This design comes from an exercise in tuning for small area and a short achievable clock period on the open sky130 flow, not from production work. In this exercise RTL edits were held to simulation tests only and were not proved equivalent to the original. Power and IR drop assume default switching activity.

## flow/design.v (module list and top-level ports; edited modules follow where they fit)
// module matrix_multiplier: 1647 lines
// module mm_fa: 4 lines
// module mm_xn: 3 lines
// module mm_or: 3 lines
module matrix_multiplier #(
  parameter int DATA_WIDTH = 8,
  parameter int A_ROWS = 2,
  parameter int B_COLUMNS = 2,
  parameter int A_COLUMNS_B_ROWS = 2,
  parameter int C_DATA_WIDTH = (2 * DATA_WIDTH) + $clog2(A_COLUMNS_B_ROWS)
) (
  input                           clk_i,
  input                           reset_i,
  input                           valid_i,
  output logic                    valid_o,
  input        [A_ROWS * A_COLUMNS_B_ROWS * DATA_WIDTH-1:0]   a_i,
  input        [A_COLUMNS_B_ROWS * B_COLUMNS * DATA_WIDTH-1:0] b_i,
  output logic [A_ROWS * B_COLUMNS * C_DATA_WIDTH-1:0]         c_o
);
  // ...
==> flow/flow/run.sh <==
#!/bin/bash
# Own flow: the standard layout (standard.sh), with the ports buffered by
# plain buf_1 cells instead of the delay-buffer cell buffer_ports picks itself
# (every input and output port still gets its own buffer), and a clock tree
# built without dummy loads, with clusters of up to 14 registers, each driven by a clkbuf_8.
set -euo pipefail
export BUFFER_PORTS_ARGS="-buffer_cell sky130_fd_sc_hd__buf_1"
export CTS_ARGS="-sink_clustering_enable -repair_clock_nets -dont_use_dummy_load -sink_clustering_buffer sky130_fd_sc_hd__clkbuf_8 -sink_clustering_size 14 -sink_clustering_max_diameter 80"
bash standard.sh > standard.log 2>&1
==> flow/standard.sh <==
#!/bin/bash
# synth_recipe.tcl (not shown) runs the flow's synth.tcl, then flattens the netlist and writes it again
# the make line also repeats each setting of config.mk as NAME=value (left out here)
make -C /OpenROAD-flow-scripts/flow DESIGN_CONFIG=/design/flow/config.mk WORK_HOME=/design/flow/orfs CLKGATE_MAP_FILE= SYNTH_SCRIPT=/design/flow/synth_recipe.tcl "${@:-finish}"
==> flow/config.mk <==
export PLATFORM = sky130hd
export DESIGN_NAME = matrix_multiplier
export DESIGN_NICKNAME = matrix_multiplier
export VERILOG_FILES = /design/flow/design.v
export SDC_FILE = /design/flow/constraint.sdc
export NUM_CORES = 4
export LEC_CHECK = 0
export ABC_CLOCK_PERIOD_IN_PS = 2350
export CAP_MARGIN = 20
export CORE_MARGIN = 2
export CORE_UTILIZATION = 40
export SETUP_SLACK_MARGIN = 4.45
export SLEW_MARGIN = 20
export SYNTH_HIERARCHICAL = 1
==> flow/constraint.sdc <==
create_clock -name core_clock -period 6.8 [get_ports {clk_i}]
set_input_delay 1.3600 -clock core_clock [delete_from_list [all_inputs] [get_ports {clk_i}]]
set_output_delay 1.3600 -clock core_clock [all_outputs]
set_load 0.01 [all_outputs]
==> impl_metrics.toml, run 1 <==
[die]
nWellTaps = 688
die_area_sq_um = 54930

[global_routing]
grt_pass1_wl_um = 71680
grt.busiest_layer = "met2"

[drt]
wl_met2_um = 22470
dr.pass1.iters = 5
routed_wl_um = 45970
ant_nets = 0
via_per_inst = 4.894

[cts]
htreeDepth = 2
clk_pin_slew_worst_paths_ps = 90
clock_sink_count = 432

[finish]
n_all_buffers = 173
clk_share = 0.02431
layout_commonest_cell = "nand2_1"

[sta]
clock_skew_ps = 44.81
slew_headroom = 0.6872
period_minus_slack_ps = 2343

[worst_setup_path]
cp.depth = 1
rr_startpoint = "b_q[12]$_DFF_P_"
ff2ff_path_depth = 4
max_stage_delay_ps = 330
critPathLaunchType = "flip-flop"
ff2ff_setup_slack_ps = 4460

[job]
drv_cap = 0

[synthesis]
synth_cell_types = 26
yosysMostFrequentCell = "nand2_1"

[worst_hold_path]
min-delay-start = "r3e1_716$_DFF_P_"

[power_and_ir_drop]
power_w = 0.008846
top_power_group = "sequential cells"

[outcome]
status = "timing/DRC/antenna clean"

[place]
portBuffers = 135
==> inputs of run 2 (changes only) <==
--- a/flow/config.mk
+++ b/flow/config.mk
@@ -7,7 +7,8 @@
 export LEC_CHECK = 0
-export ABC_CLOCK_PERIOD_IN_PS = 2350
+export ABC_CLOCK_PERIOD_IN_PS = 2400
 export CAP_MARGIN = 20
 export CORE_MARGIN = 2
-export CORE_UTILIZATION = 40
-export SETUP_SLACK_MARGIN = 4.45
+export CORE_UTILIZATION = 60
+export PLACE_DENSITY = 0.75
+export SETUP_SLACK_MARGIN = 4.4
 export SLEW_MARGIN = 20
==> run 2 against run 1 <==
- sequential power decreased by 1%
- design area decreased by 4.7%
- fmax decreased by 0.44%
- setup slack got worse by 10 ps
- critical path type unchanged
- largest power group unchanged
- highest routed layer unchanged
==> impl_metrics.toml, run 2 <==
[outcome]
status = "timing/DRC/antenna clean"

[synthesis]
yosysMostFrequentCell = "nand2_1"
synth_top_cell_by_area = "dfxtp_1"
synth_edf_count = 0
synth_area_per_cell_sq_um = 12.28
synth-main-ff-cell = "dfxtp_1"
syn_inst = 1728
syn-num-nets = 2255
ys_top_cells_by_count = "nand2_1 (518), dfxtp_1 (432), fa_1 (424), clkbuf_1 (127), inv_1 (53)"
synth.top_cell.area_share = 0.4074
yosysWarnings = 7
synth_area_leaders = "dfxtp_1 (41%), fa_1 (40%), nand2_1 (9.2%), clkbuf_1 (2.2%), ha_1 (2.1%)"
synth_cell_types = 26
synthArstFlopShare = 0
syn-cell-area_sq_um = 21230
synth_seq_area_share = 0.4074
ys_seq_elements = 432

[worst_setup_path]
max_stage_delay_ps = 330
cpMaxStageDelayCell = "dfxtp_1"
critPathLaunchType = "flip-flop"
path_class = "reg2out"
cp.required_ps = 5440
cp_top_family = "flip-flops"
critical_path_arrival_ps = 990
path_buf_inv = 1
cp-end-kind = "primary output"
cp_max_fo = 1
crit_chain = "buf_1"

[sta]
fin_crit_sh = 0.3461
worst_pin_slew_ps = 409.5
setup_viol_count_final = 0
hold_ws_ps = 331.1
rsz0062_at_grt = "yes"
period_minus_slack_ps = 2353
final.setup.tns_ps = 0
setup_ws_ps = 4447
maxSlewViolCount = 0
finalHoldViolCount = 0
fmax_mhz = 424.9
clock_skew_ps = 36.09
slew_headroom = 0.7270

[finish]
layout_commonest_cell = "nand2_1"
final_cell_mix = "nand2_1 (518), fa_1 (424), dfxtp_1 (368)"
drive_above_1_share = 0.06637
n_antenna_cell = 0
fin_nets = 2307
syn_to_final_growth_pct = 6.937
fill_cells = 2576
largest_reg_flops = 68
design_area_sq_um = 22700
regMostFlops = "c_o"
largest_registers = "c_o x68, a_q x32, b_q x32"

[global_routing]
grt_pass1_vias = 13626
grt_pass1_wl_um = 68170
track_usage = 0.2416
antenna_found_initial = 0
overflow = 0
grt_max_degree = 17

[die]
initial_utilization = 0.6115
die_y_um = 192.1
num_rows = 68
die_w_um = 192.1
ios = 136
die_area_sq_um = 36900
core_sq_um = 34710

[cts]
htreeDepth = 2
worstSkewPairLatency_ps = 520
clock_sink_count = 432
cts-buffers-inserted = 37
clk_pin_slew_worst_paths_ps = 90
cts_max_path_buffers = 3
cts-root-buf = "clkbuf_16"
cts_tree = "built"

[place]
dp_hpwl_um = 30920
dpl_cell_area_sq_um = 21820
portBuffers = 135
post-place-ws_ps = 4033
routabilityCongestion = 0.8524

[power_and_ir_drop]
peakVddDrop_v = 0.0002153
power_density_nw_per_um2 = 378.1
power_w = 0.008582
power.leakage_nw = 8.451

[job]
drv_cap = 0

[drt]
vias = 12370
wl_per_cell_um = 19.03
dr.pass1.iters = 5
drc = 0
drt-initial-drc-count = 944
ant_nets = 0
via_per_inst = 5.540
routed_wl_um = 42490

[worst_hold_path]
hold_class = "reg2reg"
-- run 2: cell counts after synthesis --
No cell type changed its count.
-- run 2: power by group --
group          switching, W  leakage, nW  internal [W]
Combinational       0.00170         4.51       0.00162
Sequential         0.000476         3.65       0.00343
Clock              0.000792        0.292      0.000557
-- run 2: cells by family (layout without fill, tap and decap cells) --
logic type,count (synthesis),in the layout,synth area share
DFF,432,432,0.4074
xor gates and xnor gates,52,52,0.02145
adders and majority gates,460,460,0.4211
and+or+nand+nor,572,572,0.1074
buffers and inverters,181,231,0.03201
AOI/OAI and AO/OA,31,31,0.01067
-- run 2: metrics by stage --
step                      utilization  cells
after detailed placement       0.6287   2190
after floorplan                     -   1728
after global routing           0.6539   2233
final                          0.6539   2233
after CTS                      0.6492   2227
after global placement         0.6287   2190
-- run 2: layout make-up --
cell class,instances,area (sq um),area share
well taps,455,569.3,0.02508
inverters,53,198.9,0.008764
multi-input cells,1115,11900,0.5242
clock buffers,37,565.5,0.02491
flip-flops and latches,432,8886,0.3914
repair buffers,141,580.6,0.02557
-- run 2: per-layer routing --
layer,vias up,global-route usage,part of all wire
met1,6336,0.2880,0.36
met3,155,0.06158,0.087
li1,5205,-,-
met5,-,0,0
met4,0,0.1095,0.047
met2,674,0.4146,0.51
-- run 2: modules after synthesis (local to each module, per instance) --
module / flip-flops and latches / area (sq um)
mm_or: 0 / 6.256
mm_fa: 0 / 20.02
matrix_multiplier: 432 / 12500
mm_xn: 0 / 8.758
-- run 2: path summary, 6_finish.rpt --
| path | start | endpoint | slack, ps | cells after the start |
|---|---|---|---|---|
| worst min register to register | r3e0_291$_DFF_P_ | cse0_400$_DFF_P_ | 330 | 0 |
| worst max register to register | a_q[0]$_DFF_P_ | r3e1_727$_DFF_P_ | 4450 | 4 |
| worst min-delay path | r3e0_291$_DFF_P_ | cse0_400$_DFF_P_ | 330 | 0 |
| worst max-delay path | c_o[30]$_DFF_P_ | c_o[30] | 4450 | 1 |
-- run 2: what timing repair did --
item / CTS / global route
endpoints found under the setup margin: 132 / 82
hold buffers: 0 / 0
gates resized for setup: 91 / 39
setup buffers: 0 / 6
==> inputs of run 3 (changes only) <==
--- a/flow/config.mk
+++ b/flow/config.mk
@@ -10,4 +10,4 @@
 export CORE_MARGIN = 2
-export CORE_UTILIZATION = 60
-export PLACE_DENSITY = 0.75
+export CORE_UTILIZATION = 50
+export PLACE_DENSITY = 0.65
 export SETUP_SLACK_MARGIN = 4.4
==> run 3 against run 2 <==
- cell count grew 3.6%
- wire length is 1.0% lower
- setup slack gained 6.2 ps
- sequential cell count unchanged
- clock skew about the same
- clock power about the same
- highest routed layer unchanged
- largest cell class unchanged
- via count is 2.6% lower
- design area up 0.58%
- global-route usage decreased by 3.9 points
- still clean
==> impl_metrics.toml, run 3 <==
[outcome]
status = "timing/DRC/antenna clean"

[global_routing]
grt_util_met3 = 0.05468
met1_usage = 0.2460
grt_pass1_vias = 13673
overflow = 0
grt.busiest_layer = "met2"
track_usage = 0.2024
grt_util_met2 = 0.3473
antenna_found_initial = 0
grt_max_degree = 17
grt_pass1_wl_um = 68770

[die]
die_y_um = 210.0
die_w_um = 210.0
ios = 136
initial_utilization = 0.5061
num_rows = 75
die_area_sq_um = 44120
core_sq_um = 41950

[cts]
cts_hold_buf = 0
clock_sink_count = 432
cts-root-buf = "clkbuf_16"
cts-buffers-inserted = 38
htreeDepth = 2
clk_pin_slew_worst_paths_ps = 90
post-cts-setup-buffers = 0
cts_tree = "built"
worstSkewPairLatency_ps = 540
cts_max_path_buffers = 3

[finish]
regMostFlops = "c_o"
layout_commonest_cell = "nand2_1"
fill_cells = 3471
syn_to_final_growth_pct = 7.556
largest_registers = "c_o x68, a_q x32, b_q x32"
final_cell_mix = "nand2_1 (518), fa_1 (424), dfxtp_1 (362)"
fin_nets = 2302
drive_above_1_share = 0.09532
design_area_sq_um = 22830
largest_reg_flops = 68

[synthesis]
synth.top_cell.area_share = 0.4074
synthArstFlopShare = 0
synth_top_cell_by_area = "dfxtp_1"
syn_inst = 1728
synth_edf_count = 0
synth-main-ff-cell = "dfxtp_1"
synth_area_leaders = "dfxtp_1 (41%), fa_1 (40%), nand2_1 (9.2%), clkbuf_1 (2.2%), ha_1 (2.1%)"
syn-num-nets = 2255
yosysMostFrequentCell = "nand2_1"
syn-cell-area_sq_um = 21230
synth_cell_types = 26
synth_seq_area_share = 0.4074
yosysWarnings = 7
ys_seq_elements = 432
ys_top_cells_by_count = "nand2_1 (518), dfxtp_1 (432), fa_1 (424), clkbuf_1 (127), inv_1 (53)"
synth_area_per_cell_sq_um = 12.28

[power_and_ir_drop]
peakVddDrop_v = 0.0002218
power_density_nw_per_um2 = 376.6
power.leakage_nw = 8.568

[drt]
dr.pass1.iters = 5
drt-initial-drc-count = 767
via_per_inst = 5.208
drc = 0
routed_wl_um = 42040
vias = 12045
ant_nets = 0
wl_per_cell_um = 18.18

[place]
portBuffers = 135
dpl_cell_area_sq_um = 21930
dp_hpwl_um = 31220
routabilityCongestion = 0.8305

[worst_setup_path]
ff2ff_path_depth = 4
rr_endpoint = "r3e2_1147$_DFF_P_"
cpMaxStageDelayCell = "dfxtp_2"
crit_chain = "buf_2"
crit_start = "c_o[17]$_DFF_P_"
critPathLaunchType = "flip-flop"
cp.required_ps = 5440
max_stage_delay_ps = 330
path_class = "reg2out"
path_buf_inv = 1
rr_startpoint = "a_q[16]$_DFF_P_"
critical_path_arrival_ps = 990
ff2ff_setup_slack_ps = 4470
cp_top_family = "flip-flops"
cp_max_fo = 1
cp-end-kind = "primary output"

[worst_hold_path]
min-delay-start = "r3e1_715$_DFF_P_"
hold_end = "cse1_824$_DFF_P_"
hold_class = "reg2reg"
hold_depth = 0

[sta]
finalHoldViolCount = 0
setup_viol_count_final = 0
fmax_mhz = 426.0
slew_headroom = 0.6998
fin_crit_sh = 0.3452
rsz0062_at_grt = "yes"
maxSlewViolCount = 0
final.setup.tns_ps = 0
clock_skew_ps = 36.33
worst_pin_slew_ps = 447.1
period_minus_slack_ps = 2347

[job]
drv_cap = 0
## run 3: cell counts after synthesis
No cell type changed its count.
## run 3: per-stage QoR
stage                     hold slack (ps)  power (W)  setup slack, ps  std cells    util
final                               294.6   0.008599             4453       2313  0.5443
after floorplan                     309.6   0.006375             4400       1728       -
after CTS                           287.3   0.008795             4401       2312  0.5406
after global placement              310.4   0.007268             4068       2274  0.5228
after detailed placement            312.1   0.007380             4056       2274  0.5228
after global routing                288.9   0.009465             4354       2312  0.5443
## run 3: logic make-up after synthesis
logic type | count (synthesis) | synth area share
AOI/OAI and AO/OA | 31 | 0.01067
xor gates and xnor gates | 52 | 0.02145
adders and majority gates | 460 | 0.4211
buffers and inverters | 181 | 0.03201
DFF | 432 | 0.4074
and+or+nand+nor | 572 | 0.1074
## run 3: how the worst max path moves through the flow
stage	to	cells after the start
2_1_floorplan	r3e2_1170$_DFF_P_	6
3_3_place_gp	r3e1_758$_DFF_P_	4
3_5_place_dp	r3e0_326$_DFF_P_	4
4_1_cts	c_o[23]	1
5_1_grt	r3e3_1589$_DFF_P_	4
6_report	c_o[17]	1
## run 3: layout make-up
cell class,instances,area (sq um),share of cell area
inverter,53,198.9,0.008713
sequential,432,8891,0.3894
multi-input combinational,1115,11900,0.5212
clock buffer,38,579.3,0.02537
timing repair buffer,135,585.6,0.02565
tap,539,674.4,0.02954
antenna,1,2.502,0.0001096
## run 3: timing repair
item / 4_1_cts / 5_1_grt
gates resized for setup: 113 / 74
endpoints found under the hold margin: 0 / 0
setup endpoints to repair: 158 / 118
## run 3: where the power goes
| group | leakage, nW | internal [W] | switching (W) | total (W) |
|---|---|---|---|---|
| registers | 3.65 | 0.00344 | 0.000475 | 0.00391 |
| clock network | 0.299 | 0.000570 | 0.000798 | 0.00137 |
| logic | 4.62 | 0.00165 | 0.00167 | 0.00332 |
## run 3: layer usage
| metal | share of wire | vias up | routed length [um] |
|---|---|---|---|
| li1 | - | 5202 | - |
| met1 | 0.38 | 6247 | 15940 |
| met2 | 0.51 | 495 | 21380 |
| met3 | 0.076 | 101 | 3191 |
| met4 | 0.036 | 0 | 1531 |
| met5 | 0 | - | 0 |
## run 3: modules after synthesis (local to each module, per instance)
module             flops+latches  cells inside  cell area (sq um)  copies in the design
matrix_multiplier            432          1252              12500                     1
mm_fa                          0             1              20.02                   412
mm_xn                          0             1              8.758                    32
mm_or                          0             1              6.256                    32
==> inputs of run 4 (changes only) <==
--- a/flow/config.mk
+++ b/flow/config.mk
@@ -10,4 +10,3 @@
 export CORE_MARGIN = 2
-export CORE_UTILIZATION = 50
-export PLACE_DENSITY = 0.65
+export CORE_UTILIZATION = 40
 export SETUP_SLACK_MARGIN = 4.4
==> run 4 against run 3 <==
- design area up 1.2%
- combinational power grew 1%
- sequential power barely moved
- sequential share of layout area decreased by 0.38 points
- wire length up 6.3%
- setup slack worse by 17 ps
- synthesized cell count stayed put
- worst hold slack improved by 36 ps
- non-clock buffer count increased by 4
==> impl_metrics.toml, run 4 <==
[outcome]
status = "timing/DRC/antenna clean"

[sta]
slew_headroom = 0.7433
worst_pin_slew_ps = 385.0
clock_skew_ps = 44.74
rsz0062_at_grt = "yes"
maxSlewViolCount = 0
period_minus_slack_ps = 2365
finalHoldViolCount = 0
final.setup.tns_ps = 0
setup_ws_ps = 4435
setup_viol_count_final = 0
fin_crit_sh = 0.3477
fmax_mhz = 422.9

[drt]
drc = 0
via_per_inst = 4.952
ant_nets = 0
wl_per_cell_um = 18.13
dr.pass1.iters = 6
vias = 12202
drt-initial-drc-count = 845
routed_wl_um = 44680

[place]
routabilityCongestion = 0.8428
post-place-ws_ps = 3980
dpl_cell_area_sq_um = 22120
portBuffers = 135
dp_hpwl_um = 33040

[synthesis]
synth_cell_types = 26
yosysMostFrequentCell = "nand2_1"
ys_seq_elements = 432
synth_seq_area_share = 0.4074
ys_top_cells_by_count = "nand2_1 (518), dfxtp_1 (432), fa_1 (424), clkbuf_1 (127), inv_1 (53)"
synth_area_per_cell_sq_um = 12.28
syn-cell-area_sq_um = 21230
syn_inst = 1728
synth_edf_count = 0
synth_top_cell_by_area = "dfxtp_1"
synth.top_cell.area_share = 0.4074
synth-main-ff-cell = "dfxtp_1"
synthArstFlopShare = 0
synth_area_leaders = "dfxtp_1 (41%), fa_1 (40%), nand2_1 (9.2%), clkbuf_1 (2.2%), ha_1 (2.1%)"
syn-num-nets = 2255
yosysWarnings = 7

[global_routing]
grt_pass1_vias = 13650
antenna_found_initial = 0
grt_max_degree = 17
grt_pass1_wl_um = 71240
track_usage = 0.1690
overflow = 0

[power_and_ir_drop]
power_density_nw_per_um2 = 374.1
peakVddDrop_v = 0.0001782
power.leakage_nw = 8.633

[worst_setup_path]
cp.required_ps = 7180
rr_endpoint = "r3e1_730$_DFF_P_"
critPathLaunchType = "flip-flop"
ff2ff_setup_slack_ps = 4440
critical_path_arrival_ps = 2750
rr_startpoint = "a_q[0]$_DFF_P_"
cp_max_fo = 16
ff2ff_path_depth = 4
path_class = "reg2reg"
cp-end-kind = "flip-flop"

[die]
ios = 136
initial_utilization = 0.4040
num_rows = 84
die_area_sq_um = 54930
die_y_um = 234.4
core_sq_um = 52550
die_w_um = 234.4

[worst_hold_path]
min-delay-start = "r3e1_716$_DFF_P_"
hold_class = "reg2reg"
hold_end = "cse1_825$_DFF_P_"
hold_depth = 0

[finish]
syn_to_final_growth_pct = 8.841
seqCellArea_sq_um = 8910
largest_reg_flops = 68
multiInputGateArea_sq_um = 11900
drive_above_1_share = 0.1115
layout_commonest_cell = "nand2_1"
design_area_sq_um = 23100
final_cell_mix = "nand2_1 (518), fa_1 (424), dfxtp_1 (349)"
fill_cells = 4864
n_antenna_cell = 0
fin_nets = 2305
regMostFlops = "c_o"
largest_registers = "c_o x68, a_q x32, b_q x32"

[cts]
worstSkewPairLatency_ps = 550
cts-root-buf = "clkbuf_16"
clock_sink_count = 432
htreeDepth = 2
cts_tree = "built"
clk_pin_slew_worst_paths_ps = 80
cts-buffers-inserted = 37
cts_max_path_buffers = 3

[job]
drv_cap = 0
[run 4: cell counts after synthesis]
Identical to the previous run, type by type.
[run 4: routing by layer]
metal | vias to the layer above | part of all wire | routed length [um] | GRT usage
met4 | 0 | 0.031 | 1366 | 0.05916
met5 | - | 0 | 0 | 0
met2 | 542 | 0.51 | 22730 | 0.2941
met1 | 6363 | 0.38 | 17020 | 0.2048
li1 | 5198 | - | - | -
met3 | 99 | 0.080 | 3565 | 0.04061
[run 4: logic make-up after synthesis]
group / after synthesis / synth area share
compound gates: 31 / 0.01067
xor+xnor: 52 / 0.02145
fa+ha+maj: 460 / 0.4211
buf+inv: 181 / 0.03201
flops: 432 / 0.4074
simple gates: 572 / 0.1074
[run 4: cell type report]
class	count	share of cell area
timing repair buffer	139	0.02897
tap	688	0.03726
clock buffer	37	0.02448
multi-input combinational	1115	0.5151
sequential	432	0.3856
inverter	53	0.008610
[run 4: power by group]
group	internal (W)	leakage [nW]	switching, W
clock	0.000557	0.292	0.000795
sequential	0.00345	3.65	0.000484
combinational	0.00168	4.69	0.00169
[run 4: through the flow]
stage          total power (W)  hold slack [ps]  utilization  instances
6_report              0.008644            330.5       0.4397       2464
5_1_grt               0.009535            336.4       0.4397       2464
4_1_cts               0.008837            331.5       0.4357       2460
3_5_place_dp          0.007425            312.1       0.4208       2423
3_3_place_gp          0.007312            310.5       0.4208       2423
2_1_floorplan         0.006375            309.6            -       1728
[run 4: critical path, cell delays in order, from the launching register on]
cell and delay (ps):
dfxtp_4 500, nand2_1 140, fa_1 530, fa_1 550, fa_1 500
[run 4: per-module statistics from Yosys, one instance, submodules excluded]
module             area (sq um)  cells inside  flops+latches
matrix_multiplier         12500          1252            432
mm_fa                     20.02             1              0
mm_or                     6.256             1              0
mm_xn                     8.758             1              0
[run 4: worst max-delay path by stage]
stage / from / end / slack, ps
2_1_floorplan: a_q[19]$_DFF_P_ / r3e2_1170$_DFF_P_ / 4400
3_3_place_gp: a_q[10]$_DFF_P_ / r3e0_303$_DFF_P_ / 4050
3_5_place_dp: a_q[10]$_DFF_P_ / r3e0_303$_DFF_P_ / 3980
4_1_cts: b_q[2]$_DFF_P_ / r3e0_303$_DFF_P_ / 4390
5_1_grt: b_q[20]$_DFF_P_ / r3e0_317$_DFF_P_ / 4370
6_report: a_q[0]$_DFF_P_ / r3e1_730$_DFF_P_ / 4440
[run 4: what timing repair did]
item,CTS,global route
gates cloned,0,0
buffers inserted,0,4
setup endpoints to repair,165,113
hold buffers,0,0
endpoints found under the hold margin,0,0
resized for setup,137,86
==> inputs of run 5 (changes only) <==
--- a/flow/config.mk
+++ b/flow/config.mk
@@ -10,3 +10,4 @@
 export CORE_MARGIN = 2
-export CORE_UTILIZATION = 40
+export CORE_UTILIZATION = 55
+export PLACE_DENSITY = 0.7
 export SETUP_SLACK_MARGIN = 4.4
==> run 5 against run 4 <==
- power decreased by 0.66%
- highest routed layer unchanged
- area after synthesis unchanged
- synthesized cell count did not move
==> impl_metrics.toml, run 5 <==
[worst_setup_path]
critical_path_arrival_ps = 990
ff2ff_path_depth = 4
cp-end-kind = "primary output"
cp.depth = 1
rr_startpoint = "a_q[14]$_DFF_P_"
rr_endpoint = "r3e1_755$_DFF_P_"
cpMaxStageDelayCell = "dfxtp_1"
crit_chain = "buf_1"
crit_end = "c_o[3]"
cp.required_ps = 5440
critPathLaunchType = "flip-flop"
cp_max_fo = 1
crit_start = "c_o[3]$_DFF_P_"
path_class = "reg2out"
ff2ff_setup_slack_ps = 4450
cp_top_family = "flip-flops"
max_stage_delay_ps = 330
path_buf_inv = 1

[drt]
drt-initial-drc-count = 897
drc = 0
routed_wl_um = 43150
vias = 12337
via_per_inst = 5.404
wl_per_cell_um = 18.90
ant_nets = 0
dr.pass1.iters = 6

[place]
routabilityCongestion = 0.8416
dp_hpwl_um = 31590
post-place-ws_ps = 4050
dpl_cell_area_sq_um = 21890
portBuffers = 135

[synthesis]
synth_area_leaders = "dfxtp_1 (41%), fa_1 (40%), nand2_1 (9.2%), clkbuf_1 (2.2%), ha_1 (2.1%)"
syn_inst = 1728
yosysWarnings = 7
synth.top_cell.area_share = 0.4074
syn-num-nets = 2255
yosysMostFrequentCell = "nand2_1"
synth_edf_count = 0
synth_seq_area_share = 0.4074
synth_top_cell_by_area = "dfxtp_1"
syn-cell-area_sq_um = 21230
ys_seq_elements = 432
synth-main-ff-cell = "dfxtp_1"
synth_area_per_cell_sq_um = 12.28
synth_cell_types = 26
ys_top_cells_by_count = "nand2_1 (518), dfxtp_1 (432), fa_1 (424), clkbuf_1 (127), inv_1 (53)"
synthArstFlopShare = 0

[global_routing]
antenna_found_initial = 0
grt_pass1_wl_um = 70700
grt_max_degree = 17
overflow = 0
grt_pass1_vias = 14070
track_usage = 0.2239

[die]
num_rows = 71
core_sq_um = 37840
die_y_um = 200.5
die_area_sq_um = 40180
initial_utilization = 0.5609
ios = 136
die_w_um = 200.5

[power_and_ir_drop]
p_clk_frac = 0.158
peakVddDrop_v = 0.0002802
sw_frac_of_total = 0.3470
internal-power_w = 0.005608
p_seq_frac = 0.456
power.leakage_nw = 8.436
combPwrFrac = 0.386
power_density_nw_per_um2 = 378.2
power_w = 0.008588
p_switching_w = 0.002980

[finish]
n_antenna_cell = 0
drive_above_1_share = 0.06828
regMostFlops = "c_o"
final_cell_mix = "nand2_1 (518), fa_1 (424), dfxtp_1 (367)"
largest_registers = "c_o x68, a_q x32, b_q x32"
fin_nets = 2301
layout_commonest_cell = "nand2_1"
syn_to_final_growth_pct = 6.979
design_area_sq_um = 22710
largest_reg_flops = 68

[sta]
fin_crit_sh = 0.3455
setup_viol_count_final = 0
maxSlewViolCount = 0
clock_skew_ps = 42.15
final.setup.tns_ps = 0
period_minus_slack_ps = 2349
setup_ws_ps = 4451
finalHoldViolCount = 0
fmax_mhz = 425.7
worst_pin_slew_ps = 413.6
slew_headroom = 0.7243
rsz0062_at_grt = "yes"

[cts]
cts-root-buf = "clkbuf_16"
htreeDepth = 2
cts_max_path_buffers = 3
clk_pin_slew_worst_paths_ps = 80
clock_sink_count = 432
worstSkewPairLatency_ps = 510
cts_tree = "built"
post-cts-setup-buffers = 0
cts_hold_buf = 0
cts-buffers-inserted = 37

[outcome]
status = "timing/DRC/antenna clean"

[worst_hold_path]
hold_class = "reg2reg"

[job]
drv_cap = 0
[run 5: cell counts after synthesis]
No cell type changed its count.
[run 5: per-layer routing]
layer / GRT usage / part of all wire / vias up
li1: - / - / 5197
met1: 0.2706 / 0.36 / 6304
met2: 0.3783 / 0.50 / 672
met3: 0.05649 / 0.089 / 164
met4: 0.1066 / 0.049 / 0
met5: 0 / 0 / -
[run 5: stage by stage]
stage / cells / utilization / hold slack, ps
2_1_floorplan: 1728 / - / 309.6
3_3_place_gp: 2246 / 0.5785 / 310.8
3_5_place_dp: 2246 / 0.5785 / 312.1
4_1_cts: 2283 / 0.5969 / 301.7
5_1_grt: 2283 / 0.6001 / 301.7
6_report: 2283 / 0.6001 / 301.7
[run 5: worst min path at each step]
| stage | cells after the start | endpoint | start | slack (ps) |
|---|---|---|---|---|
| floorplan | 0 | cse0_400$_DFF_P_ | r3e0_291$_DFF_P_ | 310 |
| global placement | 0 | cse1_824$_DFF_P_ | r3e1_715$_DFF_P_ | 310 |
| detailed placement | 0 | cse2_1249$_DFF_P_ | r3e2_1140$_DFF_P_ | 310 |
| CTS | 0 | cse3_1695$_DFF_P_ | r3e3_1611$_DFF_P_ | 300 |
| global route | 0 | cse3_1695$_DFF_P_ | r3e3_1611$_DFF_P_ | 300 |
| finish | 0 | cse3_1695$_DFF_P_ | r3e3_1611$_DFF_P_ | 300 |
[run 5: logic make-up (layout without fill, tap and decap cells)]
family | after synthesis | after routing | synth area share
flip-flops | 432 | 432 | 0.4074
AND/OR/NAND/NOR | 572 | 572 | 0.1074
adder cells (fa/ha/maj) | 460 | 460 | 0.4211
buffers and inverters | 181 | 225 | 0.03201
XOR/XNOR | 52 | 52 | 0.02145
AO/OA/AOI/OAI | 31 | 31 | 0.01067
[run 5: cell type report]
type / count / area, sq um
inverters: 53 / 198.9
fillers: 3080 / 15130
well taps: 511 / 639.4
multi-input cells: 1115 / 11900
clock buffers: 37 / 565.5
flip-flops and latches: 432 / 8885
repair buffers: 135 / 520.5
[run 5: repair_timing]
| action | CTS | global route |
|---|---|---|
| cloned | 0 | 0 |
| gates resized for setup | 84 | 54 |
| setup endpoints to repair | 133 | 88 |
| hold endpoints to repair | 0 | 0 |
[run 5: Yosys stat by module, one instance, submodules excluded]
| module | cells | flops+latches |
|---|---|---|
| matrix_multiplier | 1252 | 432 |
| mm_fa | 1 | 0 |
| mm_xn | 1 | 0 |
| mm_or | 1 | 0 |
[run 5: power groups by stage]
stage | clock [W] | combinational, W | sequential, W
after detailed placement | 0 | 0.00342 | 0.00400
after CTS | 0.00141 | 0.00343 | 0.00394
final | 0.00135 | 0.00332 | 0.00392
after global routing | 0.00151 | 0.00388 | 0.00403
after floorplan | 0 | 0.00247 | 0.00390
after global placement | 0 | 0.00328 | 0.00397

[afterwards: timing with drivers on the ports]
The flow's constraints put no driver on any port. The routed layouts listed below were extracted and timed again, unchanged, in two steps.
Step 1 (the two cells are an assumption about what drives the block):
set clk [get_ports {clk_i}]
set_driving_cell -lib_cell sky130_fd_sc_hd__clkbuf_16 $clk
set_driving_cell -lib_cell sky130_fd_sc_hd__buf_2 [delete_from_list [all_inputs] $clk]
Step 2 adds t to the input delays and takes it off the output delays; t is the mean of the earliest and latest rising clock arrival at the registers after step 1. Input paths then give back, and output paths get back, about the clock's delay inside the block.
a / b / c = ideal ports / drivers / drivers and shift; a / b = the first two.
run | t (ns) | setup WS [ns] | pins driven straight from the clock port
run 1 | 0.572 | 4.457 / 4.403 / 4.458 | 1
run 2 | 0.551 | 4.447 / 4.394 / 4.449 | 1
run 3 | 0.574 | 4.453 / 4.400 / 4.473 | 1
run 4 | 0.577 | 4.435 / 4.398 / 4.435 | 1
run 5 | 0.551 | 4.451 / 4.400 / 4.454 | 1
After both steps every run listed still meets setup and hold.
